This design comes from an exercise in tuning for small area and a short achievable clock period on the open sky130 flow, not from production work. In this exercise RTL edits were held to simulation tests only and were not proved equivalent to the original. Power figures rest on the tool's default switching activity, not on a simulated workload.

==> flow/design.v, too long to show whole: its modules and the start of the top module <==
// module user_logic: 913 lines
// module mul_fa: 4 lines
// module mul_ha: 4 lines
module user_logic
(
  Bus2IP_Clk,                      
  Bus2IP_Reset,                    
  Bus2IP_Data,                     
  Bus2IP_BE,                       
  Bus2IP_RdCE,                     
  Bus2IP_WrCE,                     
  IP2Bus_Data,                     
  IP2Bus_RdAck,                    
  IP2Bus_WrAck,                    
  IP2Bus_Error                     
);
  // ...
==> flow/run.sh <==
#!/bin/bash
# synth_recipe.tcl (not shown) runs the flow's synth.tcl, then flattens the netlist and writes it again
# the make line also repeats each setting of config.mk as NAME=value (left out here)
make -C /OpenROAD-flow-scripts/flow DESIGN_CONFIG=/design/flow/config.mk WORK_HOME=/design/flow/orfs CLKGATE_MAP_FILE= SYNTH_SCRIPT=/design/flow/synth_recipe.tcl finish
==> flow/config.mk <==
export PLATFORM = sky130hd
export DESIGN_NAME = user_logic
export DESIGN_NICKNAME = user_logic
export VERILOG_FILES = /design/flow/design.v
export SDC_FILE = /design/flow/constraint.sdc
export NUM_CORES = 4
export LEC_CHECK = 0
export ABC_AREA = 1
export CAP_MARGIN = 20
export CORE_MARGIN = 2
export CORE_UTILIZATION = 40
export SLEW_MARGIN = 20
export SYNTH_HIERARCHICAL = 1
export SYNTH_MINIMUM_KEEP_SIZE = 0
==> flow/constraint.sdc <==
create_clock -name core_clock -period 8.0 [get_ports {Bus2IP_Clk}]
set_input_delay 1.6000 -clock core_clock [delete_from_list [all_inputs] [get_ports {Bus2IP_Clk}]]
set_output_delay 1.6000 -clock core_clock [all_outputs]
set_load 0.01 [all_outputs]
==> impl_metrics.sql, run 1 <==
INSERT INTO impl_metrics (metric_group, metric, value, unit) VALUES
('outcome', 'result_of_the_run', 'no timing/DRC/antenna violations', ''),
('setup_path', 'worstSetupPathType', 'flop to flop', ''),
('floorplanning', 'boundaryPins', '79', ''),
('layout', 'finish.net_count', '2088', ''),
('setup_path', 'ff_to_ff_path_depth', '20', ''),
('yosys', 'synthMuxAreaShare', '0', '%'),
('sta', 'slew-limit-headroom', '25.8', '%'),
('place', 'finalWeightedCongestion', '0.968', ''),
('power', 'switching_share', '38.5', '%'),
('setup_path', 'rrSetupSlack', '1.90', 'ns'),
('power', 'part_of_the_total_power_dissipated_in_sequential_elements', '34.1', '%'),
('setup_path', 'reg2reg_to', 'p_s[31]', ''),
('power', 'leakagePower', '8.42', 'nW'),
('layout', 'final_layout_size_suffix_gt1_share', '5.15', '%'),
('min_path', 'worstHoldEndpoint', 'slv_reg2[28]', ''),
('power', 'power.total', '2.69', 'mW'),
('clock_network', 'root_buffer', 'sky130_fd_sc_hd__clkbuf_16', ''),
('place', 'hpwlAfterDp', '40100', 'microns'),
('clock_network', 'cts.sink_count', '142', ''),
('power', 'clockNetworkPower', '0.831', 'mW'),
('layout', 'insertedDiodeCount', '0', ''),
('routing', 'count_of_vias_placed_by_the_detailed_router', '13793', ''),
('routing', 'top_signal_layer_used', 'met4', ''),
('global_routing', 'number_of_global_route_vias_before_repair', '13662', ''),
('layout', 'multi_input_area', '11300', 'sq um');
==> inputs of run 2 (changes only) <==
--- a/flow/design.v
+++ b/flow/design.v
@@ -22,18 +22,41 @@
 output     [0 : C_SLV_DWIDTH-1]           IP2Bus_Data;
 output                                    IP2Bus_RdAck;
 output                                    IP2Bus_WrAck;
 output                                    IP2Bus_Error;
   reg  [0:31] slv_reg0;    
   reg  [0:31] slv_reg1;    
   reg  [0:31] slv_reg2;    
   reg         rst_d;       
-  reg  [31:0] p_s;         
   integer     byte_index;
+  reg [0:31] a_next, b_next;
+  always @(*) begin
+    a_next = slv_reg0;
+    b_next = slv_reg1;
+    if (Bus2IP_Reset == 1) begin
+      a_next = 0;
+      b_next = 0;
+    end else
+      case (Bus2IP_WrCE)
+        3'b100 :
+          for (byte_index = 0; byte_index <= 3; byte_index = byte_index + 1)
+            if (Bus2IP_BE[byte_index] == 1)
+              a_next[byte_index*8 +: 8] = Bus2IP_Data[byte_index*8 +: 8];
+        3'b010 :
+          for (byte_index = 0; byte_index <= 3; byte_index = byte_index + 1)
+            if (Bus2IP_BE[byte_index] == 1)
+              b_next[byte_index*8 +: 8] = Bus2IP_Data[byte_index*8 +: 8];
+        default : ;
+      endcase
+  end
+  always @(posedge Bus2IP_Clk) begin
+    slv_reg0 <= a_next;
+    slv_reg1 <= b_next;
+  end
   wire n1 = slv_reg1[31];
   wire n2 = slv_reg1[30] & ~slv_reg1[31];
   wire n3 = n1 & slv_reg0[31];
   wire n4 = slv_reg1[30] & ~(n1 & slv_reg0[31]);
   wire n5 = ((n1 & slv_reg0[30]) | (n2 & slv_reg0[31])) ^ slv_reg1[30];
   wire n6 = ((n1 & slv_reg0[29]) | (n2 & slv_reg0[30])) ^ slv_reg1[30];
   wire n7 = ((n1 & slv_reg0[28]) | (n2 & slv_reg0[29])) ^ slv_reg1[30];
   wire n8 = ((n1 & slv_reg0[27]) | (n2 & slv_reg0[28])) ^ slv_reg1[30];
@@ -427,482 +450,551 @@
   mul_fa u_n395 (.a(n17), .b(n184), .c(n185), .s(n395), .co(n396));
   wire n397, n398;
   mul_fa u_n397 (.a(n50), .b(n81), .c(n384), .s(n397), .co(n398));
   wire n399, n400;
   mul_fa u_n399 (.a(n386), .b(n393), .c(n395), .s(n399), .co(n400));
   wire n401, n402;
   mul_fa u_n401 (.a(n388), .b(n397), .c(n399), .s(n401), .co(n402));
   wire n403, n404;
-  mul_fa u_n403 (.a(n390), .b(n401), .c(n392), .s(n403), .co(n404));
+  mul_fa u_n403 (.a(n206), .b(n111), .c(n138), .s(n403), .co(n404));
   wire n405, n406;
-  mul_fa u_n405 (.a(n206), .b(n111), .c(n138), .s(n405), .co(n406));
+  mul_fa u_n405 (.a(n163), .b(n18), .c(n186), .s(n405), .co(n406));
   wire n407, n408;
-  mul_fa u_n407 (.a(n163), .b(n18), .c(n186), .s(n407), .co(n408));
+  mul_fa u_n407 (.a(n51), .b(n82), .c(n394), .s(n407), .co(n408));
   wire n409, n410;
-  mul_fa u_n409 (.a(n51), .b(n82), .c(n394), .s(n409), .co(n410));
+  mul_fa u_n409 (.a(n396), .b(n403), .c(n405), .s(n409), .co(n410));
   wire n411, n412;
-  mul_fa u_n411 (.a(n396), .b(n405), .c(n407), .s(n411), .co(n412));
+  mul_fa u_n411 (.a(n398), .b(n400), .c(n407), .s(n411), .co(n412));
   wire n413, n414;
-  mul_fa u_n413 (.a(n398), .b(n400), .c(n409), .s(n413), .co(n414));
+  mul_fa u_n413 (.a(n409), .b(n402), .c(n411), .s(n413), .co(n414));
   wire n415, n416;
-  mul_fa u_n415 (.a(n411), .b(n402), .c(n413), .s(n415), .co(n416));
+  mul_fa u_n415 (.a(n112), .b(n139), .c(n164), .s(n415), .co(n416));
   wire n417, n418;
-  mul_fa u_n417 (.a(n112), .b(n139), .c(n164), .s(n417), .co(n418));
+  mul_fa u_n417 (.a(n187), .b(n19), .c(n207), .s(n417), .co(n418));
   wire n419, n420;
-  mul_fa u_n419 (.a(n187), .b(n19), .c(n207), .s(n419), .co(n420));
+  mul_fa u_n419 (.a(n208), .b(n52), .c(n83), .s(n419), .co(n420));
   wire n421, n422;
-  mul_fa u_n421 (.a(n208), .b(n52), .c(n83), .s(n421), .co(n422));
+  mul_fa u_n421 (.a(n404), .b(n406), .c(n415), .s(n421), .co(n422));
   wire n423, n424;
-  mul_fa u_n423 (.a(n406), .b(n408), .c(n417), .s(n423), .co(n424));
+  mul_fa u_n423 (.a(n417), .b(n419), .c(n408), .s(n423), .co(n424));
   wire n425, n426;
-  mul_fa u_n425 (.a(n419), .b(n421), .c(n410), .s(n425), .co(n426));
+  mul_fa u_n425 (.a(n410), .b(n421), .c(n412), .s(n425), .co(n426));
   wire n427, n428;
-  mul_fa u_n427 (.a(n412), .b(n423), .c(n414), .s(n427), .co(n428));
+  mul_fa u_n427 (.a(n227), .b(n113), .c(n140), .s(n427), .co(n428));
   wire n429, n430;
-  mul_fa u_n429 (.a(n425), .b(n416), .c(n427), .s(n429), .co(n430));
+  mul_fa u_n429 (.a(n165), .b(n188), .c(n20), .s(n429), .co(n430));
   wire n431, n432;
-  mul_fa u_n431 (.a(n227), .b(n113), .c(n140), .s(n431), .co(n432));
+  mul_fa u_n431 (.a(n209), .b(n53), .c(n84), .s(n431), .co(n432));
   wire n433, n434;
-  mul_fa u_n433 (.a(n165), .b(n188), .c(n20), .s(n433), .co(n434));
+  mul_fa u_n433 (.a(n416), .b(n418), .c(n420), .s(n433), .co(n434));
   wire n435, n436;
-  mul_fa u_n435 (.a(n209), .b(n53), .c(n84), .s(n435), .co(n436));
+  mul_fa u_n435 (.a(n427), .b(n429), .c(n431), .s(n435), .co(n436));
   wire n437, n438;
-  mul_fa u_n437 (.a(n418), .b(n420), .c(n422), .s(n437), .co(n438));
+  mul_fa u_n437 (.a(n422), .b(n433), .c(n435), .s(n437), .co(n438));
   wire n439, n440;
-  mul_fa u_n439 (.a(n431), .b(n433), .c(n435), .s(n439), .co(n440));
+  mul_fa u_n439 (.a(n114), .b(n141), .c(n166), .s(n439), .co(n440));
   wire n441, n442;
-  mul_fa u_n441 (.a(n424), .b(n437), .c(n439), .s(n441), .co(n442));
+  mul_fa u_n441 (.a(n189), .b(n21), .c(n210), .s(n441), .co(n442));
   wire n443, n444;
-  mul_fa u_n443 (.a(n426), .b(n441), .c(n428), .s(n443), .co(n444));
+  mul_fa u_n443 (.a(n228), .b(n229), .c(n54), .s(n443), .co(n444));
   wire n445, n446;
-  mul_fa u_n445 (.a(n114), .b(n141), .c(n166), .s(n445), .co(n446));
+  mul_fa u_n445 (.a(n85), .b(n428), .c(n430), .s(n445), .co(n446));
   wire n447, n448;
-  mul_fa u_n447 (.a(n189), .b(n21), .c(n210), .s(n447), .co(n448));
+  mul_fa u_n447 (.a(n432), .b(n439), .c(n441), .s(n447), .co(n448));
   wire n449, n450;
-  mul_fa u_n449 (.a(n228), .b(n229), .c(n54), .s(n449), .co(n450));
+  mul_fa u_n449 (.a(n443), .b(n434), .c(n436), .s(n449), .co(n450));
   wire n451, n452;
-  mul_fa u_n451 (.a(n85), .b(n432), .c(n434), .s(n451), .co(n452));
+  mul_fa u_n451 (.a(n445), .b(n447), .c(n438), .s(n451), .co(n452));
   wire n453, n454;
-  mul_fa u_n453 (.a(n436), .b(n445), .c(n447), .s(n453), .co(n454));
+  mul_fa u_n453 (.a(n246), .b(n115), .c(n142), .s(n453), .co(n454));
   wire n455, n456;
-  mul_fa u_n455 (.a(n449), .b(n438), .c(n440), .s(n455), .co(n456));
+  mul_fa u_n455 (.a(n167), .b(n190), .c(n211), .s(n455), .co(n456));
   wire n457, n458;
-  mul_fa u_n457 (.a(n451), .b(n453), .c(n442), .s(n457), .co(n458));
+  mul_fa u_n457 (.a(n22), .b(n230), .c(n55), .s(n457), .co(n458));
   wire n459, n460;
-  mul_fa u_n459 (.a(n455), .b(n457), .c(n444), .s(n459), .co(n460));
+  mul_fa u_n459 (.a(n86), .b(n440), .c(n442), .s(n459), .co(n460));
   wire n461, n462;
-  mul_fa u_n461 (.a(n246), .b(n115), .c(n142), .s(n461), .co(n462));
+  mul_fa u_n461 (.a(n444), .b(n453), .c(n455), .s(n461), .co(n462));
   wire n463, n464;
-  mul_fa u_n463 (.a(n167), .b(n190), .c(n211), .s(n463), .co(n464));
+  mul_fa u_n463 (.a(n457), .b(n446), .c(n448), .s(n463), .co(n464));
   wire n465, n466;
-  mul_fa u_n465 (.a(n22), .b(n230), .c(n55), .s(n465), .co(n466));
+  mul_fa u_n465 (.a(n459), .b(n461), .c(n450), .s(n465), .co(n466));
   wire n467, n468;
-  mul_fa u_n467 (.a(n86), .b(n446), .c(n448), .s(n467), .co(n468));
+  mul_fa u_n467 (.a(n116), .b(n143), .c(n168), .s(n467), .co(n468));
   wire n469, n470;
-  mul_fa u_n469 (.a(n450), .b(n461), .c(n463), .s(n469), .co(n470));
+  mul_fa u_n469 (.a(n191), .b(n212), .c(n23), .s(n469), .co(n470));
   wire n471, n472;
-  mul_fa u_n471 (.a(n465), .b(n452), .c(n454), .s(n471), .co(n472));
+  mul_fa u_n471 (.a(n231), .b(n247), .c(n248), .s(n471), .co(n472));
   wire n473, n474;
-  mul_fa u_n473 (.a(n467), .b(n469), .c(n456), .s(n473), .co(n474));
+  mul_fa u_n473 (.a(n56), .b(n87), .c(n454), .s(n473), .co(n474));
   wire n475, n476;
-  mul_fa u_n475 (.a(n471), .b(n458), .c(n473), .s(n475), .co(n476));
+  mul_fa u_n475 (.a(n456), .b(n458), .c(n467), .s(n475), .co(n476));
   wire n477, n478;
-  mul_fa u_n477 (.a(n116), .b(n143), .c(n168), .s(n477), .co(n478));
+  mul_fa u_n477 (.a(n469), .b(n471), .c(n460), .s(n477), .co(n478));
   wire n479, n480;
-  mul_fa u_n479 (.a(n191), .b(n212), .c(n23), .s(n479), .co(n480));
+  mul_fa u_n479 (.a(n462), .b(n473), .c(n475), .s(n479), .co(n480));
   wire n481, n482;
-  mul_fa u_n481 (.a(n231), .b(n247), .c(n248), .s(n481), .co(n482));
+  mul_fa u_n481 (.a(n464), .b(n477), .c(n479), .s(n481), .co(n482));
   wire n483, n484;
-  mul_fa u_n483 (.a(n56), .b(n87), .c(n462), .s(n483), .co(n484));
+  mul_fa u_n483 (.a(n263), .b(n117), .c(n144), .s(n483), .co(n484));
   wire n485, n486;
-  mul_fa u_n485 (.a(n464), .b(n466), .c(n477), .s(n485), .co(n486));
+  mul_fa u_n485 (.a(n169), .b(n192), .c(n213), .s(n485), .co(n486));
   wire n487, n488;
-  mul_fa u_n487 (.a(n479), .b(n481), .c(n468), .s(n487), .co(n488));
+  mul_fa u_n487 (.a(n232), .b(n24), .c(n249), .s(n487), .co(n488));
   wire n489, n490;
-  mul_fa u_n489 (.a(n470), .b(n483), .c(n485), .s(n489), .co(n490));
+  mul_fa u_n489 (.a(n57), .b(n88), .c(n468), .s(n489), .co(n490));
   wire n491, n492;
-  mul_fa u_n491 (.a(n472), .b(n487), .c(n489), .s(n491), .co(n492));
+  mul_fa u_n491 (.a(n470), .b(n472), .c(n483), .s(n491), .co(n492));
   wire n493, n494;
-  mul_fa u_n493 (.a(n474), .b(n491), .c(n476), .s(n493), .co(n494));
+  mul_fa u_n493 (.a(n485), .b(n487), .c(n474), .s(n493), .co(n494));
   wire n495, n496;
-  mul_fa u_n495 (.a(n263), .b(n117), .c(n144), .s(n495), .co(n496));
+  mul_fa u_n495 (.a(n476), .b(n489), .c(n491), .s(n495), .co(n496));
   wire n497, n498;
-  mul_fa u_n497 (.a(n169), .b(n192), .c(n213), .s(n497), .co(n498));
+  mul_fa u_n497 (.a(n478), .b(n493), .c(n480), .s(n497), .co(n498));
   wire n499, n500;
-  mul_fa u_n499 (.a(n232), .b(n24), .c(n249), .s(n499), .co(n500));
+  mul_fa u_n499 (.a(n118), .b(n145), .c(n170), .s(n499), .co(n500));
   wire n501, n502;
-  mul_fa u_n501 (.a(n57), .b(n88), .c(n478), .s(n501), .co(n502));
+  mul_fa u_n501 (.a(n193), .b(n214), .c(n233), .s(n501), .co(n502));
   wire n503, n504;
-  mul_fa u_n503 (.a(n480), .b(n482), .c(n495), .s(n503), .co(n504));
+  mul_fa u_n503 (.a(n25), .b(n250), .c(n264), .s(n503), .co(n504));
   wire n505, n506;
-  mul_fa u_n505 (.a(n497), .b(n499), .c(n484), .s(n505), .co(n506));
+  mul_fa u_n505 (.a(n265), .b(n58), .c(n89), .s(n505), .co(n506));
   wire n507, n508;
-  mul_fa u_n507 (.a(n486), .b(n501), .c(n503), .s(n507), .co(n508));
+  mul_fa u_n507 (.a(n484), .b(n486), .c(n488), .s(n507), .co(n508));
   wire n509, n510;
-  mul_fa u_n509 (.a(n488), .b(n505), .c(n490), .s(n509), .co(n510));
+  mul_fa u_n509 (.a(n499), .b(n501), .c(n503), .s(n509), .co(n510));
   wire n511, n512;
-  mul_fa u_n511 (.a(n507), .b(n492), .c(n509), .s(n511), .co(n512));
+  mul_fa u_n511 (.a(n505), .b(n490), .c(n492), .s(n511), .co(n512));
   wire n513, n514;
-  mul_fa u_n513 (.a(n118), .b(n145), .c(n170), .s(n513), .co(n514));
+  mul_fa u_n513 (.a(n507), .b(n509), .c(n494), .s(n513), .co(n514));
   wire n515, n516;
-  mul_fa u_n515 (.a(n193), .b(n214), .c(n233), .s(n515), .co(n516));
+  mul_fa u_n515 (.a(n278), .b(n119), .c(n146), .s(n515), .co(n516));
   wire n517, n518;
-  mul_fa u_n517 (.a(n25), .b(n250), .c(n264), .s(n517), .co(n518));
+  mul_fa u_n517 (.a(n171), .b(n194), .c(n215), .s(n517), .co(n518));
   wire n519, n520;
-  mul_fa u_n519 (.a(n265), .b(n58), .c(n89), .s(n519), .co(n520));
+  mul_fa u_n519 (.a(n234), .b(n251), .c(n26), .s(n519), .co(n520));
   wire n521, n522;
-  mul_fa u_n521 (.a(n496), .b(n498), .c(n500), .s(n521), .co(n522));
+  mul_fa u_n521 (.a(n266), .b(n59), .c(n90), .s(n521), .co(n522));
   wire n523, n524;
-  mul_fa u_n523 (.a(n513), .b(n515), .c(n517), .s(n523), .co(n524));
+  mul_fa u_n523 (.a(n500), .b(n502), .c(n504), .s(n523), .co(n524));
   wire n525, n526;
-  mul_fa u_n525 (.a(n519), .b(n502), .c(n504), .s(n525), .co(n526));
+  mul_fa u_n525 (.a(n506), .b(n515), .c(n517), .s(n525), .co(n526));
   wire n527, n528;
-  mul_fa u_n527 (.a(n521), .b(n523), .c(n506), .s(n527), .co(n528));
+  mul_fa u_n527 (.a(n519), .b(n521), .c(n508), .s(n527), .co(n528));
   wire n529, n530;
-  mul_fa u_n529 (.a(n508), .b(n525), .c(n527), .s(n529), .co(n530));
+  mul_fa u_n529 (.a(n510), .b(n523), .c(n525), .s(n529), .co(n530));
   wire n531, n532;
-  mul_fa u_n531 (.a(n510), .b(n529), .c(n512), .s(n531), .co(n532));
+  mul_fa u_n531 (.a(n512), .b(n527), .c(n529), .s(n531), .co(n532));
   wire n533, n534;
-  mul_fa u_n533 (.a(n278), .b(n119), .c(n146), .s(n533), .co(n534));
+  mul_fa u_n533 (.a(n120), .b(n147), .c(n172), .s(n533), .co(n534));
   wire n535, n536;
-  mul_fa u_n535 (.a(n171), .b(n194), .c(n215), .s(n535), .co(n536));
+  mul_fa u_n535 (.a(n195), .b(n216), .c(n235), .s(n535), .co(n536));
   wire n537, n538;
-  mul_fa u_n537 (.a(n234), .b(n251), .c(n26), .s(n537), .co(n538));
+  mul_fa u_n537 (.a(n252), .b(n267), .c(n27), .s(n537), .co(n538));
   wire n539, n540;
-  mul_fa u_n539 (.a(n266), .b(n59), .c(n90), .s(n539), .co(n540));
+  mul_fa u_n539 (.a(n279), .b(n280), .c(n60), .s(n539), .co(n540));
   wire n541, n542;
-  mul_fa u_n541 (.a(n514), .b(n516), .c(n518), .s(n541), .co(n542));
+  mul_fa u_n541 (.a(n91), .b(n516), .c(n518), .s(n541), .co(n542));
   wire n543, n544;
-  mul_fa u_n543 (.a(n520), .b(n533), .c(n535), .s(n543), .co(n544));
+  mul_fa u_n543 (.a(n520), .b(n522), .c(n533), .s(n543), .co(n544));
   wire n545, n546;
-  mul_fa u_n545 (.a(n537), .b(n539), .c(n522), .s(n545), .co(n546));
+  mul_fa u_n545 (.a(n535), .b(n537), .c(n539), .s(n545), .co(n546));
   wire n547, n548;
-  mul_fa u_n547 (.a(n524), .b(n541), .c(n543), .s(n547), .co(n548));
+  mul_fa u_n547 (.a(n524), .b(n526), .c(n541), .s(n547), .co(n548));
   wire n549, n550;
-  mul_fa u_n549 (.a(n526), .b(n545), .c(n547), .s(n549), .co(n550));
+  mul_fa u_n549 (.a(n543), .b(n545), .c(n528), .s(n549), .co(n550));
   wire n551, n552;
-  mul_fa u_n551 (.a(n528), .b(n549), .c(n530), .s(n551), .co(n552));
+  mul_fa u_n551 (.a(n291), .b(n121), .c(n148), .s(n551), .co(n552));
   wire n553, n554;
-  mul_fa u_n553 (.a(n120), .b(n147), .c(n172), .s(n553), .co(n554));
+  mul_fa u_n553 (.a(n173), .b(n196), .c(n217), .s(n553), .co(n554));
   wire n555, n556;
-  mul_fa u_n555 (.a(n195), .b(n216), .c(n235), .s(n555), .co(n556));
+  mul_fa u_n555 (.a(n236), .b(n253), .c(n268), .s(n555), .co(n556));
   wire n557, n558;
-  mul_fa u_n557 (.a(n252), .b(n267), .c(n27), .s(n557), .co(n558));
+  mul_fa u_n557 (.a(n28), .b(n281), .c(n61), .s(n557), .co(n558));
   wire n559, n560;
-  mul_fa u_n559 (.a(n279), .b(n280), .c(n60), .s(n559), .co(n560));
+  mul_fa u_n559 (.a(n92), .b(n534), .c(n536), .s(n559), .co(n560));
   wire n561, n562;
-  mul_fa u_n561 (.a(n91), .b(n534), .c(n536), .s(n561), .co(n562));
+  mul_fa u_n561 (.a(n538), .b(n540), .c(n551), .s(n561), .co(n562));
   wire n563, n564;
-  mul_fa u_n563 (.a(n538), .b(n540), .c(n553), .s(n563), .co(n564));
+  mul_fa u_n563 (.a(n553), .b(n555), .c(n557), .s(n563), .co(n564));
   wire n565, n566;
-  mul_fa u_n565 (.a(n555), .b(n557), .c(n559), .s(n565), .co(n566));
+  mul_fa u_n565 (.a(n542), .b(n544), .c(n546), .s(n565), .co(n566));
   wire n567, n568;
-  mul_fa u_n567 (.a(n542), .b(n544), .c(n561), .s(n567), .co(n568));
+  mul_fa u_n567 (.a(n559), .b(n561), .c(n563), .s(n567), .co(n568));
   wire n569, n570;
-  mul_fa u_n569 (.a(n563), .b(n565), .c(n546), .s(n569), .co(n570));
+  mul_fa u_n569 (.a(n548), .b(n565), .c(n567), .s(n569), .co(n570));
   wire n571, n572;
-  mul_fa u_n571 (.a(n548), .b(n567), .c(n569), .s(n571), .co(n572));
+  mul_fa u_n571 (.a(n122), .b(n149), .c(n174), .s(n571), .co(n572));
   wire n573, n574;
-  mul_fa u_n573 (.a(n550), .b(n571), .c(n552), .s(n573), .co(n574));
+  mul_fa u_n573 (.a(n197), .b(n218), .c(n237), .s(n573), .co(n574));
   wire n575, n576;
-  mul_fa u_n575 (.a(n291), .b(n121), .c(n148), .s(n575), .co(n576));
+  mul_fa u_n575 (.a(n254), .b(n269), .c(n282), .s(n575), .co(n576));
   wire n577, n578;
-  mul_fa u_n577 (.a(n173), .b(n196), .c(n217), .s(n577), .co(n578));
+  mul_fa u_n577 (.a(n29), .b(n292), .c(n293), .s(n577), .co(n578));
   wire n579, n580;
-  mul_fa u_n579 (.a(n236), .b(n253), .c(n268), .s(n579), .co(n580));
+  mul_fa u_n579 (.a(n62), .b(n93), .c(n552), .s(n579), .co(n580));
   wire n581, n582;
-  mul_fa u_n581 (.a(n28), .b(n281), .c(n61), .s(n581), .co(n582));
+  mul_fa u_n581 (.a(n554), .b(n556), .c(n558), .s(n581), .co(n582));
   wire n583, n584;
-  mul_fa u_n583 (.a(n92), .b(n554), .c(n556), .s(n583), .co(n584));
+  mul_fa u_n583 (.a(n571), .b(n573), .c(n575), .s(n583), .co(n584));
   wire n585, n586;
-  mul_fa u_n585 (.a(n558), .b(n560), .c(n575), .s(n585), .co(n586));
+  mul_fa u_n585 (.a(n577), .b(n560), .c(n562), .s(n585), .co(n586));
   wire n587, n588;
-  mul_fa u_n587 (.a(n577), .b(n579), .c(n581), .s(n587), .co(n588));
+  mul_fa u_n587 (.a(n564), .b(n579), .c(n581), .s(n587), .co(n588));
   wire n589, n590;
-  mul_fa u_n589 (.a(n562), .b(n564), .c(n566), .s(n589), .co(n590));
+  mul_fa u_n589 (.a(n583), .b(n566), .c(n568), .s(n589), .co(n590));
   wire n591, n592;
-  mul_fa u_n591 (.a(n583), .b(n585), .c(n587), .s(n591), .co(n592));
+  mul_fa u_n591 (.a(n302), .b(n123), .c(n150), .s(n591), .co(n592));
   wire n593, n594;
-  mul_fa u_n593 (.a(n568), .b(n589), .c(n591), .s(n593), .co(n594));
+  mul_fa u_n593 (.a(n175), .b(n198), .c(n219), .s(n593), .co(n594));
   wire n595, n596;
-  mul_fa u_n595 (.a(n570), .b(n593), .c(n572), .s(n595), .co(n596));
+  mul_fa u_n595 (.a(n238), .b(n255), .c(n270), .s(n595), .co(n596));
   wire n597, n598;
-  mul_fa u_n597 (.a(n122), .b(n149), .c(n174), .s(n597), .co(n598));
+  mul_fa u_n597 (.a(n283), .b(n294), .c(n30), .s(n597), .co(n598));
   wire n599, n600;
-  mul_fa u_n599 (.a(n197), .b(n218), .c(n237), .s(n599), .co(n600));
+  mul_fa u_n599 (.a(n63), .b(n94), .c(n572), .s(n599), .co(n600));
   wire n601, n602;
-  mul_fa u_n601 (.a(n254), .b(n269), .c(n282), .s(n601), .co(n602));
+  mul_fa u_n601 (.a(n574), .b(n576), .c(n578), .s(n601), .co(n602));
   wire n603, n604;
-  mul_fa u_n603 (.a(n29), .b(n292), .c(n293), .s(n603), .co(n604));
+  mul_fa u_n603 (.a(n591), .b(n593), .c(n595), .s(n603), .co(n604));
   wire n605, n606;
-  mul_fa u_n605 (.a(n62), .b(n93), .c(n576), .s(n605), .co(n606));
+  mul_fa u_n605 (.a(n597), .b(n580), .c(n582), .s(n605), .co(n606));
   wire n607, n608;
-  mul_fa u_n607 (.a(n578), .b(n580), .c(n582), .s(n607), .co(n608));
+  mul_fa u_n607 (.a(n584), .b(n599), .c(n601), .s(n607), .co(n608));
   wire n609, n610;
-  mul_fa u_n609 (.a(n597), .b(n599), .c(n601), .s(n609), .co(n610));
+  mul_fa u_n609 (.a(n603), .b(n586), .c(n588), .s(n609), .co(n610));
   wire n611, n612;
-  mul_fa u_n611 (.a(n603), .b(n584), .c(n586), .s(n611), .co(n612));
+  mul_fa u_n611 (.a(n124), .b(n151), .c(n176), .s(n611), .co(n612));
   wire n613, n614;
-  mul_fa u_n613 (.a(n588), .b(n605), .c(n607), .s(n613), .co(n614));
+  mul_fa u_n613 (.a(n199), .b(n220), .c(n239), .s(n613), .co(n614));
   wire n615, n616;
-  mul_fa u_n615 (.a(n609), .b(n590), .c(n592), .s(n615), .co(n616));
+  mul_fa u_n615 (.a(n256), .b(n271), .c(n284), .s(n615), .co(n616));
   wire n617, n618;
-  mul_fa u_n617 (.a(n611), .b(n613), .c(n594), .s(n617), .co(n618));
+  mul_fa u_n617 (.a(n295), .b(n303), .c(n304), .s(n617), .co(n618));
   wire n619, n620;
-  mul_fa u_n619 (.a(n615), .b(n617), .c(n596), .s(n619), .co(n620));
+  mul_fa u_n619 (.a(n31), .b(n64), .c(n95), .s(n619), .co(n620));
   wire n621, n622;
-  mul_fa u_n621 (.a(n302), .b(n123), .c(n150), .s(n621), .co(n622));
+  mul_fa u_n621 (.a(n592), .b(n594), .c(n596), .s(n621), .co(n622));
   wire n623, n624;
-  mul_fa u_n623 (.a(n175), .b(n198), .c(n219), .s(n623), .co(n624));
+  mul_fa u_n623 (.a(n598), .b(n611), .c(n613), .s(n623), .co(n624));
   wire n625, n626;
-  mul_fa u_n625 (.a(n238), .b(n255), .c(n270), .s(n625), .co(n626));
+  mul_fa u_n625 (.a(n615), .b(n617), .c(n619), .s(n625), .co(n626));
   wire n627, n628;
-  mul_fa u_n627 (.a(n283), .b(n294), .c(n30), .s(n627), .co(n628));
+  mul_fa u_n627 (.a(n600), .b(n602), .c(n604), .s(n627), .co(n628));
   wire n629, n630;
-  mul_fa u_n629 (.a(n63), .b(n94), .c(n598), .s(n629), .co(n630));
+  mul_fa u_n629 (.a(n621), .b(n623), .c(n625), .s(n629), .co(n630));
   wire n631, n632;
-  mul_fa u_n631 (.a(n600), .b(n602), .c(n604), .s(n631), .co(n632));
+  mul_fa u_n631 (.a(n606), .b(n608), .c(n627), .s(n631), .co(n632));
   wire n633, n634;
-  mul_fa u_n633 (.a(n621), .b(n623), .c(n625), .s(n633), .co(n634));
+  mul_fa u_n633 (.a(n311), .b(n125), .c(n152), .s(n633), .co(n634));
   wire n635, n636;
-  mul_fa u_n635 (.a(n627), .b(n606), .c(n608), .s(n635), .co(n636));
+  mul_fa u_n635 (.a(n177), .b(n200), .c(n221), .s(n635), .co(n636));
   wire n637, n638;
-  mul_fa u_n637 (.a(n610), .b(n629), .c(n631), .s(n637), .co(n638));
+  mul_fa u_n637 (.a(n240), .b(n257), .c(n272), .s(n637), .co(n638));
   wire n639, n640;
-  mul_fa u_n639 (.a(n633), .b(n612), .c(n614), .s(n639), .co(n640));
+  mul_fa u_n639 (.a(n285), .b(n296), .c(n305), .s(n639), .co(n640));
   wire n641, n642;
-  mul_fa u_n641 (.a(n635), .b(n637), .c(n616), .s(n641), .co(n642));
+  mul_fa u_n641 (.a(n32), .b(n65), .c(n96), .s(n641), .co(n642));
   wire n643, n644;
-  mul_fa u_n643 (.a(n639), .b(n618), .c(n641), .s(n643), .co(n644));
+  mul_fa u_n643 (.a(n612), .b(n614), .c(n616), .s(n643), .co(n644));
   wire n645, n646;
-  mul_fa u_n645 (.a(n124), .b(n151), .c(n176), .s(n645), .co(n646));
+  mul_fa u_n645 (.a(n618), .b(n620), .c(n633), .s(n645), .co(n646));
   wire n647, n648;
-  mul_fa u_n647 (.a(n199), .b(n220), .c(n239), .s(n647), .co(n648));
+  mul_fa u_n647 (.a(n635), .b(n637), .c(n639), .s(n647), .co(n648));
   wire n649, n650;
-  mul_fa u_n649 (.a(n256), .b(n271), .c(n284), .s(n649), .co(n650));
+  mul_fa u_n649 (.a(n641), .b(n622), .c(n624), .s(n649), .co(n650));
   wire n651, n652;
-  mul_fa u_n651 (.a(n295), .b(n303), .c(n304), .s(n651), .co(n652));
+  mul_fa u_n651 (.a(n626), .b(n643), .c(n645), .s(n651), .co(n652));
   wire n653, n654;
-  mul_fa u_n653 (.a(n31), .b(n64), .c(n95), .s(n653), .co(n654));
+  mul_fa u_n653 (.a(n647), .b(n628), .c(n630), .s(n653), .co(n654));
   wire n655, n656;
-  mul_fa u_n655 (.a(n622), .b(n624), .c(n626), .s(n655), .co(n656));
+  mul_fa u_n655 (.a(n126), .b(n153), .c(n178), .s(n655), .co(n656));
   wire n657, n658;
-  mul_fa u_n657 (.a(n628), .b(n645), .c(n647), .s(n657), .co(n658));
+  mul_fa u_n657 (.a(n201), .b(n222), .c(n241), .s(n657), .co(n658));
   wire n659, n660;
-  mul_fa u_n659 (.a(n649), .b(n651), .c(n653), .s(n659), .co(n660));
+  mul_fa u_n659 (.a(n258), .b(n273), .c(n286), .s(n659), .co(n660));
   wire n661, n662;
-  mul_fa u_n661 (.a(n630), .b(n632), .c(n634), .s(n661), .co(n662));
+  mul_fa u_n661 (.a(n297), .b(n306), .c(n312), .s(n661), .co(n662));
   wire n663, n664;
-  mul_fa u_n663 (.a(n655), .b(n657), .c(n659), .s(n663), .co(n664));
+  mul_fa u_n663 (.a(n313), .b(n33), .c(n66), .s(n663), .co(n664));
   wire n665, n666;
-  mul_fa u_n665 (.a(n636), .b(n638), .c(n661), .s(n665), .co(n666));
+  mul_fa u_n665 (.a(n97), .b(n634), .c(n636), .s(n665), .co(n666));
   wire n667, n668;
-  mul_fa u_n667 (.a(n663), .b(n640), .c(n665), .s(n667), .co(n668));
+  mul_fa u_n667 (.a(n638), .b(n640), .c(n642), .s(n667), .co(n668));
   wire n669, n670;
-  mul_fa u_n669 (.a(n642), .b(n667), .c(n644), .s(n669), .co(n670));
+  mul_fa u_n669 (.a(n655), .b(n657), .c(n659), .s(n669), .co(n670));
   wire n671, n672;
-  mul_fa u_n671 (.a(n311), .b(n125), .c(n152), .s(n671), .co(n672));
+  mul_fa u_n671 (.a(n661), .b(n663), .c(n644), .s(n671), .co(n672));
   wire n673, n674;
-  mul_fa u_n673 (.a(n177), .b(n200), .c(n221), .s(n673), .co(n674));
+  mul_fa u_n673 (.a(n646), .b(n648), .c(n665), .s(n673), .co(n674));
   wire n675, n676;
-  mul_fa u_n675 (.a(n240), .b(n257), .c(n272), .s(n675), .co(n676));
+  mul_fa u_n675 (.a(n667), .b(n669), .c(n650), .s(n675), .co(n676));
   wire n677, n678;
-  mul_fa u_n677 (.a(n285), .b(n296), .c(n305), .s(n677), .co(n678));
+  mul_fa u_n677 (.a(n671), .b(n652), .c(n673), .s(n677), .co(n678));
   wire n679, n680;
-  mul_fa u_n679 (.a(n32), .b(n65), .c(n96), .s(n679), .co(n680));
+  mul_fa u_n679 (.a(n318), .b(n127), .c(n154), .s(n679), .co(n680));
   wire n681, n682;
-  mul_fa u_n681 (.a(n646), .b(n648), .c(n650), .s(n681), .co(n682));
+  mul_fa u_n681 (.a(n179), .b(n202), .c(n223), .s(n681), .co(n682));
   wire n683, n684;
-  mul_fa u_n683 (.a(n652), .b(n654), .c(n671), .s(n683), .co(n684));
+  mul_fa u_n683 (.a(n242), .b(n259), .c(n274), .s(n683), .co(n684));
   wire n685, n686;
-  mul_fa u_n685 (.a(n673), .b(n675), .c(n677), .s(n685), .co(n686));
+  mul_fa u_n685 (.a(n287), .b(n298), .c(n307), .s(n685), .co(n686));
   wire n687, n688;
-  mul_fa u_n687 (.a(n679), .b(n656), .c(n658), .s(n687), .co(n688));
+  mul_fa u_n687 (.a(n314), .b(n34), .c(n67), .s(n687), .co(n688));
   wire n689, n690;
-  mul_fa u_n689 (.a(n660), .b(n681), .c(n683), .s(n689), .co(n690));
+  mul_fa u_n689 (.a(n98), .b(n656), .c(n658), .s(n689), .co(n690));
   wire n691, n692;
-  mul_fa u_n691 (.a(n685), .b(n662), .c(n664), .s(n691), .co(n692));
+  mul_fa u_n691 (.a(n660), .b(n662), .c(n664), .s(n691), .co(n692));
   wire n693, n694;
-  mul_fa u_n693 (.a(n687), .b(n689), .c(n666), .s(n693), .co(n694));
+  mul_fa u_n693 (.a(n679), .b(n681), .c(n683), .s(n693), .co(n694));
   wire n695, n696;
-  mul_fa u_n695 (.a(n691), .b(n668), .c(n693), .s(n695), .co(n696));
+  mul_fa u_n695 (.a(n685), .b(n687), .c(n666), .s(n695), .co(n696));
   wire n697, n698;
-  mul_fa u_n697 (.a(n126), .b(n153), .c(n178), .s(n697), .co(n698));
+  mul_fa u_n697 (.a(n668), .b(n670), .c(n689), .s(n697), .co(n698));
   wire n699, n700;
-  mul_fa u_n699 (.a(n201), .b(n222), .c(n241), .s(n699), .co(n700));
+  mul_fa u_n699 (.a(n691), .b(n693), .c(n672), .s(n699), .co(n700));
   wire n701, n702;
-  mul_fa u_n701 (.a(n258), .b(n273), .c(n286), .s(n701), .co(n702));
-  wire n703, n704;
-  mul_fa u_n703 (.a(n297), .b(n306), .c(n312), .s(n703), .co(n704));
-  wire n705, n706;
-  mul_fa u_n705 (.a(n313), .b(n33), .c(n66), .s(n705), .co(n706));
-  wire n707, n708;
-  mul_fa u_n707 (.a(n97), .b(n672), .c(n674), .s(n707), .co(n708));
-  wire n709, n710;
-  mul_fa u_n709 (.a(n676), .b(n678), .c(n680), .s(n709), .co(n710));
-  wire n711, n712;
-  mul_fa u_n711 (.a(n697), .b(n699), .c(n701), .s(n711), .co(n712));
-  wire n713, n714;
-  mul_fa u_n713 (.a(n703), .b(n705), .c(n682), .s(n713), .co(n714));
-  wire n715, n716;
-  mul_fa u_n715 (.a(n684), .b(n686), .c(n707), .s(n715), .co(n716));
-  wire n717, n718;
-  mul_fa u_n717 (.a(n709), .b(n711), .c(n688), .s(n717), .co(n718));
-  wire n719, n720;
-  mul_fa u_n719 (.a(n713), .b(n690), .c(n715), .s(n719), .co(n720));
-  wire n721, n722;
-  mul_fa u_n721 (.a(n692), .b(n717), .c(n719), .s(n721), .co(n722));
-  wire n723, n724;
-  mul_fa u_n723 (.a(n694), .b(n721), .c(n696), .s(n723), .co(n724));
-  wire n725, n726;
-  mul_fa u_n725 (.a(n318), .b(n127), .c(n154), .s(n725), .co(n726));
-  wire n727, n728;
-  mul_fa u_n727 (.a(n179), .b(n202), .c(n223), .s(n727), .co(n728));
-  wire n729, n730;
-  mul_fa u_n729 (.a(n242), .b(n259), .c(n274), .s(n729), .co(n730));
-  wire n731, n732;
-  mul_fa u_n731 (.a(n287), .b(n298), .c(n307), .s(n731), .co(n732));
-  wire n733, n734;
-  mul_fa u_n733 (.a(n314), .b(n34), .c(n67), .s(n733), .co(n734));
-  wire n735, n736;
-  mul_fa u_n735 (.a(n98), .b(n698), .c(n700), .s(n735), .co(n736));
-  wire n737, n738;
-  mul_fa u_n737 (.a(n702), .b(n704), .c(n706), .s(n737), .co(n738));
-  wire n739, n740;
-  mul_fa u_n739 (.a(n725), .b(n727), .c(n729), .s(n739), .co(n740));
-  wire n741, n742;
-  mul_fa u_n741 (.a(n731), .b(n733), .c(n708), .s(n741), .co(n742));
-  wire n743, n744;
-  mul_fa u_n743 (.a(n710), .b(n712), .c(n735), .s(n743), .co(n744));
-  wire n745, n746;
-  mul_fa u_n745 (.a(n737), .b(n739), .c(n714), .s(n745), .co(n746));
-  wire n747, n748;
-  mul_fa u_n747 (.a(n716), .b(n741), .c(n743), .s(n747), .co(n748));
-  wire n749, n750;
-  mul_fa u_n749 (.a(n718), .b(n745), .c(n720), .s(n749), .co(n750));
-  wire n751, n752;
-  mul_fa u_n751 (.a(n747), .b(n722), .c(n749), .s(n751), .co(n752));
-  wire n753 = n128 ^ n155;
-  wire n754 = n180 ^ n203;
-  wire n755 = n224 ^ n243;
-  wire n756 = n260 ^ n275;
-  wire n757 = n288 ^ n299;
-  wire n758 = n308 ^ n315;
-  wire n759 = n319 ^ n320;
-  wire n760 = n35 ^ n68;
-  wire n761 = n99 ^ n753;
-  wire n762 = n754 ^ n755;
-  wire n763 = n756 ^ n757;
-  wire n764 = n758 ^ n759;
-  wire n765 = n760 ^ n726;
-  wire n766 = n728 ^ n730;
-  wire n767 = n732 ^ n734;
-  wire n768 = n761 ^ n762;
-  wire n769 = n763 ^ n764;
-  wire n770 = n765 ^ n766;
-  wire n771 = n767 ^ n768;
-  wire n772 = n769 ^ n736;
-  wire n773 = n738 ^ n770;
-  wire n774 = n740 ^ n771;
-  wire n775 = n772 ^ n773;
-  wire n776 = n774 ^ n742;
-  wire n777 = n744 ^ n775;
-  wire n778 = n776 ^ n777;
-  wire n779 = n746 ^ n748;
-  wire n780 = n778 ^ n779;
-  wire n781 = n750 ^ n780;
-  wire n782 = n781 ^ n752;
-  wire [31:0] cs_s = {n782, n751, n723, n695, n669, n643, n619, n595, n573, n551, n531, n511, n493, n475, n459, n430, n429, n415, n403, n382, n381, n371, n363, n350, n349, n343, n337, n331, n327, n323, n321, n3};
-  wire [31:0] cs_c = {1'b0, n724, 1'b0, n670, 1'b0, n620, 1'b0, n574, 1'b0, n532, 1'b0, n494, 1'b0, n460, 1'b0, n443, 1'b0, n404, 1'b0, n391, 1'b0, n364, 1'b0, n355, n344, 1'b0, 1'b0, 1'b0, 1'b0, 1'b0, 1'b0, 1'b0};
-  reg         p_c7;
-  reg         p_c8;
-  reg         p_c10;
-  reg         p_c12;
-  reg         p_c14;
-  reg         p_c16;
-  reg         p_c18;
-  reg         p_c20;
-  reg         p_c22;
-  reg         p_c24;
-  reg         p_c26;
-  reg         p_c28;
-  reg         p_c30;
+  mul_fa u_n701 (.a(n674), .b(n695), .c(n697), .s(n701), .co(n702));
+  wire n703 = n128 ^ n155;
+  wire n704 = n180 ^ n203;
+  wire n705 = n224 ^ n243;
+  wire n706 = n260 ^ n275;
+  wire n707 = n288 ^ n299;
+  wire n708 = n308 ^ n315;
+  wire n709 = n319 ^ n320;
+  wire n710 = n35 ^ n68;
+  wire n711 = n99 ^ n703;
+  wire n712 = n704 ^ n705;
+  wire n713 = n706 ^ n707;
+  wire n714 = n708 ^ n709;
+  wire n715 = n710 ^ n680;
+  wire n716 = n682 ^ n684;
+  wire n717 = n686 ^ n688;
+  wire n718 = n711 ^ n712;
+  wire n719 = n713 ^ n714;
+  wire n720 = n715 ^ n716;
+  wire n721 = n717 ^ n718;
+  wire n722 = n719 ^ n690;
+  wire n723 = n692 ^ n720;
+  wire n724 = n694 ^ n721;
+  wire n725 = n722 ^ n723;
+  wire n726 = n724 ^ n696;
+  wire n727 = n698 ^ n725;
+  wire n728 = n726 ^ n727;
+  wire n729 = n700 ^ n702;
+  reg         p0_0;
+  reg         p1_0;
+  reg         p2_0;
+  reg         p3_0;
+  reg         p4_0;
+  reg         p5_0;
+  reg         p6_0;
+  reg         p7_0;
+  reg         p7_1;
+  reg         p8_0;
+  reg         p8_1;
+  reg         p9_0;
+  reg         p10_0;
+  reg         p10_1;
+  reg         p11_0;
+  reg         p12_0;
+  reg         p12_1;
+  reg         p13_0;
+  reg         p13_1;
+  reg         p13_2;
+  reg         p14_0;
+  reg         p15_0;
+  reg         p15_1;
+  reg         p15_2;
+  reg         p16_0;
+  reg         p16_1;
+  reg         p16_2;
+  reg         p17_0;
+  reg         p17_1;
+  reg         p18_0;
+  reg         p18_1;
+  reg         p18_2;
+  reg         p19_0;
+  reg         p19_1;
+  reg         p20_0;
+  reg         p20_1;
+  reg         p20_2;
+  reg         p21_0;
+  reg         p21_1;
+  reg         p21_2;
+  reg         p21_3;
+  reg         p22_0;
+  reg         p22_1;
+  reg         p23_0;
+  reg         p23_1;
+  reg         p23_2;
+  reg         p23_3;
+  reg         p24_0;
+  reg         p24_1;
+  reg         p25_0;
+  reg         p25_1;
+  reg         p25_2;
+  reg         p25_3;
+  reg         p26_0;
+  reg         p26_1;
+  reg         p26_2;
+  reg         p26_3;
+  reg         p27_0;
+  reg         p27_1;
+  reg         p27_2;
+  reg         p28_0;
+  reg         p28_1;
+  reg         p28_2;
+  reg         p28_3;
+  reg         p29_0;
+  reg         p29_1;
+  reg         p29_2;
+  reg         p30_0;
+  reg         p30_1;
+  reg         p30_2;
+  reg         p30_3;
+  reg         p31_0;
+  reg         p31_1;
   always @(posedge Bus2IP_Clk) begin
     rst_d <= Bus2IP_Reset;
-    p_s[0] <= cs_s[0];
-    p_s[1] <= cs_s[1];
-    p_s[2] <= cs_s[2];
-    p_s[3] <= cs_s[3];
-    p_s[4] <= cs_s[4];
-    p_s[5] <= cs_s[5];
-    p_s[6] <= cs_s[6];
-    p_s[7] <= cs_s[7];
-    p_c7 <= cs_c[7];
-    p_s[8] <= cs_s[8];
-    p_c8 <= cs_c[8];
-    p_s[9] <= cs_s[9];
-    p_s[10] <= cs_s[10];
-    p_c10 <= cs_c[10];
-    p_s[11] <= cs_s[11];
-    p_s[12] <= cs_s[12];
-    p_c12 <= cs_c[12];
-    p_s[13] <= cs_s[13];
-    p_s[14] <= cs_s[14];
-    p_c14 <= cs_c[14];
-    p_s[15] <= cs_s[15];
-    p_s[16] <= cs_s[16];
-    p_c16 <= cs_c[16];
-    p_s[17] <= cs_s[17];
-    p_s[18] <= cs_s[18];
-    p_c18 <= cs_c[18];
-    p_s[19] <= cs_s[19];
-    p_s[20] <= cs_s[20];
-    p_c20 <= cs_c[20];
-    p_s[21] <= cs_s[21];
-    p_s[22] <= cs_s[22];
-    p_c22 <= cs_c[22];
-    p_s[23] <= cs_s[23];
-    p_s[24] <= cs_s[24];
-    p_c24 <= cs_c[24];
-    p_s[25] <= cs_s[25];
-    p_s[26] <= cs_s[26];
-    p_c26 <= cs_c[26];
-    p_s[27] <= cs_s[27];
-    p_s[28] <= cs_s[28];
-    p_c28 <= cs_c[28];
-    p_s[29] <= cs_s[29];
-    p_s[30] <= cs_s[30];
-    p_c30 <= cs_c[30];
-    p_s[31] <= cs_s[31];
+    p0_0 <= n3;
+    p1_0 <= n321;
+    p2_0 <= n323;
+    p3_0 <= n327;
+    p4_0 <= n331;
+    p5_0 <= n337;
+    p6_0 <= n343;
+    p7_0 <= n349;
+    p7_1 <= n344;
+    p8_0 <= n350;
+    p8_1 <= n355;
+    p9_0 <= n363;
+    p10_0 <= n371;
+    p10_1 <= n364;
+    p11_0 <= n381;
+    p12_0 <= n382;
+    p12_1 <= n391;
+    p13_0 <= n390;
+    p13_1 <= n401;
+    p13_2 <= n392;
+    p14_0 <= n413;
+    p15_0 <= n423;
+    p15_1 <= n414;
+    p15_2 <= n425;
+    p16_0 <= n424;
+    p16_1 <= n437;
+    p16_2 <= n426;
+    p17_0 <= n449;
+    p17_1 <= n451;
+    p18_0 <= n463;
+    p18_1 <= n452;
+    p18_2 <= n465;
+    p19_0 <= n466;
+    p19_1 <= n481;
+    p20_0 <= n495;
+    p20_1 <= n482;
+    p20_2 <= n497;
+    p21_0 <= n496;
+    p21_1 <= n511;
+    p21_2 <= n513;
+    p21_3 <= n498;
+    p22_0 <= n514;
+    p22_1 <= n531;
+    p23_0 <= n530;
+    p23_1 <= n547;
+    p23_2 <= n549;
+    p23_3 <= n532;
+    p24_0 <= n550;
+    p24_1 <= n569;
+    p25_0 <= n585;
+    p25_1 <= n587;
+    p25_2 <= n570;
+    p25_3 <= n589;
+    p26_0 <= n605;
+    p26_1 <= n607;
+    p26_2 <= n590;
+    p26_3 <= n609;
+    p27_0 <= n629;
+    p27_1 <= n610;
+    p27_2 <= n631;
+    p28_0 <= n649;
+    p28_1 <= n651;
+    p28_2 <= n632;
+    p28_3 <= n653;
+    p29_0 <= n654;
+    p29_1 <= n675;
+    p29_2 <= n677;
+    p30_0 <= n676;
+    p30_1 <= n699;
+    p30_2 <= n678;
+    p30_3 <= n701;
+    p31_0 <= n728;
+    p31_1 <= n729;
   end
-  wire [31:0] prod = p_s + {1'b0, p_c30, 1'b0, p_c28, 1'b0, p_c26, 1'b0, p_c24, 1'b0, p_c22, 1'b0, p_c20, 1'b0, p_c18, 1'b0, p_c16, 1'b0, p_c14, 1'b0, p_c12, 1'b0, p_c10, 1'b0, p_c8, p_c7, 1'b0, 1'b0, 1'b0, 1'b0, 1'b0, 1'b0, 1'b0};
+  wire n730, n731;
+  mul_fa u_n730 (.a(p13_0), .b(p13_1), .c(p13_2), .s(n730), .co(n731));
+  wire n732, n733;
+  mul_fa u_n732 (.a(p15_0), .b(p15_1), .c(p15_2), .s(n732), .co(n733));
+  wire n734, n735;
+  mul_fa u_n734 (.a(p16_0), .b(p16_1), .c(p16_2), .s(n734), .co(n735));
+  wire n736, n737;
+  mul_fa u_n736 (.a(p17_0), .b(p17_1), .c(n735), .s(n736), .co(n737));
+  wire n738, n739;
+  mul_fa u_n738 (.a(p18_0), .b(p18_1), .c(p18_2), .s(n738), .co(n739));
+  wire n740, n741;
+  mul_fa u_n740 (.a(p19_0), .b(p19_1), .c(n739), .s(n740), .co(n741));
+  wire n742, n743;
+  mul_fa u_n742 (.a(p20_0), .b(p20_1), .c(p20_2), .s(n742), .co(n743));
+  wire n744, n745;
+  mul_fa u_n744 (.a(p21_0), .b(p21_1), .c(p21_2), .s(n744), .co(n745));
+  wire n746, n747;
+  mul_fa u_n746 (.a(p21_3), .b(n743), .c(n744), .s(n746), .co(n747));
+  wire n748, n749;
+  mul_fa u_n748 (.a(p22_0), .b(p22_1), .c(n745), .s(n748), .co(n749));
+  wire n750, n751;
+  mul_fa u_n750 (.a(p23_0), .b(p23_1), .c(p23_2), .s(n750), .co(n751));
+  wire n752, n753;
+  mul_fa u_n752 (.a(p23_3), .b(n750), .c(n749), .s(n752), .co(n753));
+  wire n754, n755;
+  mul_fa u_n754 (.a(p24_0), .b(p24_1), .c(n751), .s(n754), .co(n755));
+  wire n756, n757;
+  mul_fa u_n756 (.a(p25_0), .b(p25_1), .c(p25_2), .s(n756), .co(n757));
+  wire n758, n759;
+  mul_fa u_n758 (.a(p25_3), .b(n756), .c(n755), .s(n758), .co(n759));
+  wire n760, n761;
+  mul_fa u_n760 (.a(p26_0), .b(p26_1), .c(p26_2), .s(n760), .co(n761));
+  wire n762, n763;
+  mul_fa u_n762 (.a(p26_3), .b(n757), .c(n760), .s(n762), .co(n763));
+  wire n764, n765;
+  mul_fa u_n764 (.a(p27_0), .b(p27_1), .c(p27_2), .s(n764), .co(n765));
+  wire n766, n767;
+  mul_fa u_n766 (.a(n761), .b(n764), .c(n763), .s(n766), .co(n767));
+  wire n768, n769;
+  mul_fa u_n768 (.a(p28_0), .b(p28_1), .c(p28_2), .s(n768), .co(n769));
+  wire n770, n771;
+  mul_fa u_n770 (.a(p28_3), .b(n765), .c(n768), .s(n770), .co(n771));
+  wire n772, n773;
+  mul_fa u_n772 (.a(p29_0), .b(p29_1), .c(p29_2), .s(n772), .co(n773));
+  wire n774, n775;
+  mul_fa u_n774 (.a(n769), .b(n772), .c(n771), .s(n774), .co(n775));
+  wire n776, n777;
+  mul_fa u_n776 (.a(p30_0), .b(p30_1), .c(p30_2), .s(n776), .co(n777));
+  wire n778, n779;
+  mul_fa u_n778 (.a(p30_3), .b(n773), .c(n776), .s(n778), .co(n779));
+  wire n780 = p31_0 ^ p31_1;
+  wire n781 = n780 ^ n777;
+  wire n782 = n781 ^ n779;
+  wire [31:0] prod = {n782, n778, n774, n770, n766, n762, n758, n754, n752, n747, n746, n742, n740, n738, n736, n733, n732, p14_0, n730, p12_0, p11_0, p10_0, p9_0, p8_0, p7_0, p6_0, p5_0, p4_0, p3_0, p2_0, p1_0, p0_0} + {1'b0, n775, 1'b0, n767, 1'b0, n759, 1'b0, n753, 1'b0, n748, 1'b0, n741, 1'b0, n737, 1'b0, n734, 1'b0, n731, 1'b0, p12_1, 1'b0, p10_1, 1'b0, p8_1, p7_1, 1'b0, 1'b0, 1'b0, 1'b0, 1'b0, 1'b0, 1'b0};
   always @(posedge Bus2IP_Clk) begin
     if (Bus2IP_Reset | rst_d)
       slv_reg2 <= 0;
     else
       slv_reg2 <= {prod[31], prod[30], prod[29], prod[28], prod[27], prod[26], prod[25], prod[24], prod[23], prod[22], prod[21], prod[20], prod[19], prod[18], prod[17], prod[16], prod[15], prod[14], prod[13], prod[12], prod[11], prod[10], prod[9], prod[8], prod[7], prod[6], prod[5], prod[4], prod[3], prod[2], prod[1], prod[0]};
   end
-  always @(posedge Bus2IP_Clk) begin
-    if (Bus2IP_Reset == 1) begin
-      slv_reg0 <= 0;
-      slv_reg1 <= 0;
-    end else
-      case (Bus2IP_WrCE)
-        3'b100 :
-          for (byte_index = 0; byte_index <= 3; byte_index = byte_index + 1)
-            if (Bus2IP_BE[byte_index] == 1)
-              slv_reg0[byte_index*8 +: 8] <= Bus2IP_Data[byte_index*8 +: 8];
-        3'b010 :
-          for (byte_index = 0; byte_index <= 3; byte_index = byte_index + 1)
-            if (Bus2IP_BE[byte_index] == 1)
-              slv_reg1[byte_index*8 +: 8] <= Bus2IP_Data[byte_index*8 +: 8];
-        default : ;
-      endcase
-  end
   reg [0:31] slv_ip2bus_data;
   always @(*)
     case (Bus2IP_RdCE)
       3'b100  : slv_ip2bus_data = slv_reg0;
       3'b010  : slv_ip2bus_data = slv_reg1;
       3'b001  : slv_ip2bus_data = slv_reg2;
       default : slv_ip2bus_data = 0;
     endcase
--- a/flow/config.mk
+++ b/flow/config.mk
@@ -4,11 +4,12 @@
 export VERILOG_FILES = /design/flow/design.v
 export SDC_FILE = /design/flow/constraint.sdc
 export NUM_CORES = 4
 export LEC_CHECK = 0
 export ABC_AREA = 1
 export CAP_MARGIN = 20
 export CORE_MARGIN = 2
 export CORE_UTILIZATION = 40
+export SETUP_SLACK_MARGIN = 3.5
 export SLEW_MARGIN = 20
 export SYNTH_HIERARCHICAL = 1
 export SYNTH_MINIMUM_KEEP_SIZE = 0
==> impl_metrics.sql, run 2 <==
INSERT INTO impl_metrics (metric_group, metric, value, unit) VALUES
('outcome', 'result_of_the_run', 'no timing/DRC/antenna violations', ''),
('yosys', 'synth_adder_area_share', '27.9', '%'),
('floorplanning', 'initial_utilization', '40.5', '%'),
('place', 'finalWeightedCongestion', '0.865', ''),
('clock_network', 'cts_tree', 'yes', ''),
('clock_network', 'cts.sink_count', '170', ''),
('yosys', 'simple_gate_area_share_of_the_yosys_netlist', '12.6', '%'),
('setup_path', 'reg2reg_to', 'p31_0', ''),
('power', 'power.total', '2.97', 'mW'),
('setup_path', 'crit_path_end', 'IP2Bus_WrAck', ''),
('setup_path', 'cp-start-kind', 'input pin', ''),
('routing', 'top_signal_layer_used', 'met4', ''),
('setup_path', 'cp_num_cells', '4', ''),
('yosys', 'synth-warning-count', '7', ''),
('layout', 'final_layout_size_suffix_gt1_share', '8.46', '%'),
('global_routing', 'number_of_global_route_vias_before_repair', '14491', ''),
('place', 'hpwlAfterDp', '39100', 'microns'),
('yosys', 'synthMuxAreaShare', '0', '%'),
('power', 'leakagePower', '8.99', 'nW'),
('routing', 'drt-pass1-iter-count', '5', ''),
('floorplanning', 'dieArea', '41800', 'sq um'),
('clock_network', 'root_buffer', 'sky130_fd_sc_hd__clkbuf_16', ''),
('clock_network', 'ctsHtreeMaxLevel', '4', ''),
('yosys', 'yosys_most_used_dff', 'sky130_fd_sc_hd__dfxtp_1', ''),
('setup_path', 'ff_to_ff_path_depth', '21', ''),
('sta', 'slew-limit-headroom', '23.5', '%'),
('setup_path', 'path_delay_family', 'buffers and inverters', ''),
('setup_path', 'crit_path_max_incr_delay', '0.48', 'ns'),
('layout', 'insertedDiodeCount', '0', ''),
('layout', 'syn2layout_area_growth', '11.4', '%'),
('layout', 'final_cell_count_no_fill', '2429', ''),
('routing', 'count_of_vias_placed_by_the_detailed_router', '14551', ''),
('floorplanning', 'boundaryPins', '79', ''),
('clock_network', 'clock_pin_slew_worst_setup_and_hold_paths', '0.07', 'ns'),
('yosys', 'synth-xor-area-share', '13.8', '%'),
('setup_path', 'worstSetupPathType', 'input pin to output pin', ''),
('sta', 'post-route-period-util', '55.5', '%'),
('clock_network', 'tritoncts.num_buffers', '17', ''),
('setup_path', 'cp_common_cell', 'sky130_fd_sc_hd__clkdlybuf4s50_1', ''),
('floorplanning', 'die_y', '205', 'microns'),
('setup_path', 'rrSetupSlack', '3.71', 'ns'),
('sta', 'worst_slew_pin_slew', '1.15', 'ns'),
('yosys', 'number_of_synthesized_flops_with_an_enable_pin', '0', ''),
('sta', 'timing.final.setup_violations', '0', ''),
('layout', 'mostFrequentLayoutCell', 'sky130_fd_sc_hd__nand2_1', ''),
('yosys', 'async_s_r_ff_share_synth', '0', '%'),
('place', 'count_of_input_and_output_buffers', '77', ''),
('layout', 'finish.net_count', '2165', ''),
('sta', 'layout_min_cycle_time', '4.44', 'ns');
[run 2: cell types whose count changed after synthesis, moves of 11 or more]
cell / delta
sky130_fd_sc_hd__nand2_1: +55
sky130_fd_sc_hd__a21oi_1: -51
sky130_fd_sc_hd__dfxtp_1: +28
sky130_fd_sc_hd__buf_1: -11
sky130_fd_sc_hd__a211oi_1: +55
sky130_fd_sc_hd__nand3_1: -31
sky130_fd_sc_hd__nor2_1: +55
sky130_fd_sc_hd__o21ai_0: -52
[run 2: how the worst min path moves through the flow]
stage,startpoint,end,cells past startpoint
6_report,p4_0,slv_reg2[27],2
5_1_grt,p0_0,slv_reg2[31],2
4_1_cts,p4_0,slv_reg2[27],2
3_5_place_dp,p4_0,slv_reg2[27],2
3_3_place_gp,p2_0,slv_reg2[29],2
2_1_floorplan,p6_0,slv_reg2[25],2
[run 2: layout make-up]
type	instances	area (sq um)
fill	3906	21800
timing repair inverter	2	10.0
multi-input combinational	1416	11500
clock buffer	17	425
sequential	170	3430
tap	525	657
timing repair buffer	122	1110
inverter	162	628
clock inverter	15	151
[run 2: cell families (layout without fill, tap and decap cells)]
logic type	Yosys count	count (layout)
AO/OA/AOI/OAI	430	430
XOR/XNOR	252	252
AND/OR/NAND/NOR	502	503
adder cells (fa/ha/maj)	230	230
other	1	1
buffers and inverters	308	318
flip-flops	170	170
[run 2: power by group]
part           switching [mW]  internal [mW]  total, mW
Clock                   0.434          0.417      0.851
Sequential             0.0881          0.975       1.06
Combinational           0.667          0.387       1.05
[run 2: metrics by stage]
stage | cell area (sq um) | hold slack (ns) | setup WS, ns
global placement | 17100 | 0.402 | 2.46
finish | 17900 | 0.413 | 3.56
floorplan | 16100 | 0.394 | 3.95
CTS | 17800 | 0.416 | 3.53
global route | 17900 | 0.432 | 3.50
detailed placement | 17100 | 0.403 | 2.38
[run 2: modules after synthesis, one instance, submodules excluded]
| module | copies in the design | area [sq um] | cells inside | flip-flops and latches |
|---|---|---|---|---|
| mul_fa | 213 | 20.0 | 1 | 0 |
| mul_ha | 3 | 12.5 | 1 | 0 |
| user_logic | 1 | 11800 | 1677 | 170 |
[run 2: per-layer routing]
metal | vias up | GRT usage (%)
li1 | 6299 | -
met1 | 7138 | 36.2
met2 | 926 | 43.6
met3 | 188 | 5.22
met4 | 0 | 18.0
met5 | - | 0
[run 2: repair_timing]
item,in CTS,in global routing
pin swaps,2,1
buffers inserted,9,3
setup endpoints to repair,73,5
gates cloned,4,4
resized for setup,162,26
[run 2: worst reg2reg max path, stage by stage, from the launching register on]
cell and delay, ns:
sky130_fd_sc_hd__dfxtp_2 0.33, sky130_fd_sc_hd__buf_4 0.56, sky130_fd_sc_hd__nand2_1 0.19, sky130_fd_sc_hd__inv_1 0.10, sky130_fd_sc_hd__nor2_1 0.06, sky130_fd_sc_hd__inv_2 0.48, sky130_fd_sc_hd__o22ai_1 0.18, sky130_fd_sc_hd__xor2_1 0.18
sky130_fd_sc_hd__fa_1 0.39, sky130_fd_sc_hd__fa_1 0.41, sky130_fd_sc_hd__fa_1 0.48, sky130_fd_sc_hd__a21o_1 0.19, sky130_fd_sc_hd__nand3b_1 0.08, sky130_fd_sc_hd__nand2_1 0.07, sky130_fd_sc_hd__inv_1 0.05, sky130_fd_sc_hd__nand2_1 0.04
sky130_fd_sc_hd__nand2_1 0.08, sky130_fd_sc_hd__inv_1 0.04, sky130_fd_sc_hd__nand2_1 0.08, sky130_fd_sc_hd__nand2_1 0.06, sky130_fd_sc_hd__nand2_1 0.05, sky130_fd_sc_hd__nand2_1 0.05

## re-timing with driven ports
No port has a modelled driver above. Below, the same layouts with a new extraction and two added sets of constraints.
Step 1 assumes that a clkbuf_16 drives the clock port and a buf_2 every other input.
Step 2 adds t to the input delays and takes it off the output delays; t is the mean of the earliest and latest rising clock arrival at the registers after step 1. Input paths then give back, and output paths get back, about the clock's delay inside the block.
a / b / c = no drivers / after step 1 / after step 2; a / b = the first two.
run | t (ns) | slack for setup (ns) | slew at the worst register clock pin (ns) | pins driven straight from the clock port
run 1 | 0.504 | 1.900 / 1.900 / 1.900 | 0.07 / 0.07 | 1
run 2 | 0.513 | 3.559 / 3.528 / 3.528 | 0.09 / 0.09 | 1
After both steps setup and hold are still met in every run listed. For run 2, which loses most, drivers alone change the setup slack by -0.031 ns; drivers and shift together by -0.031 ns.
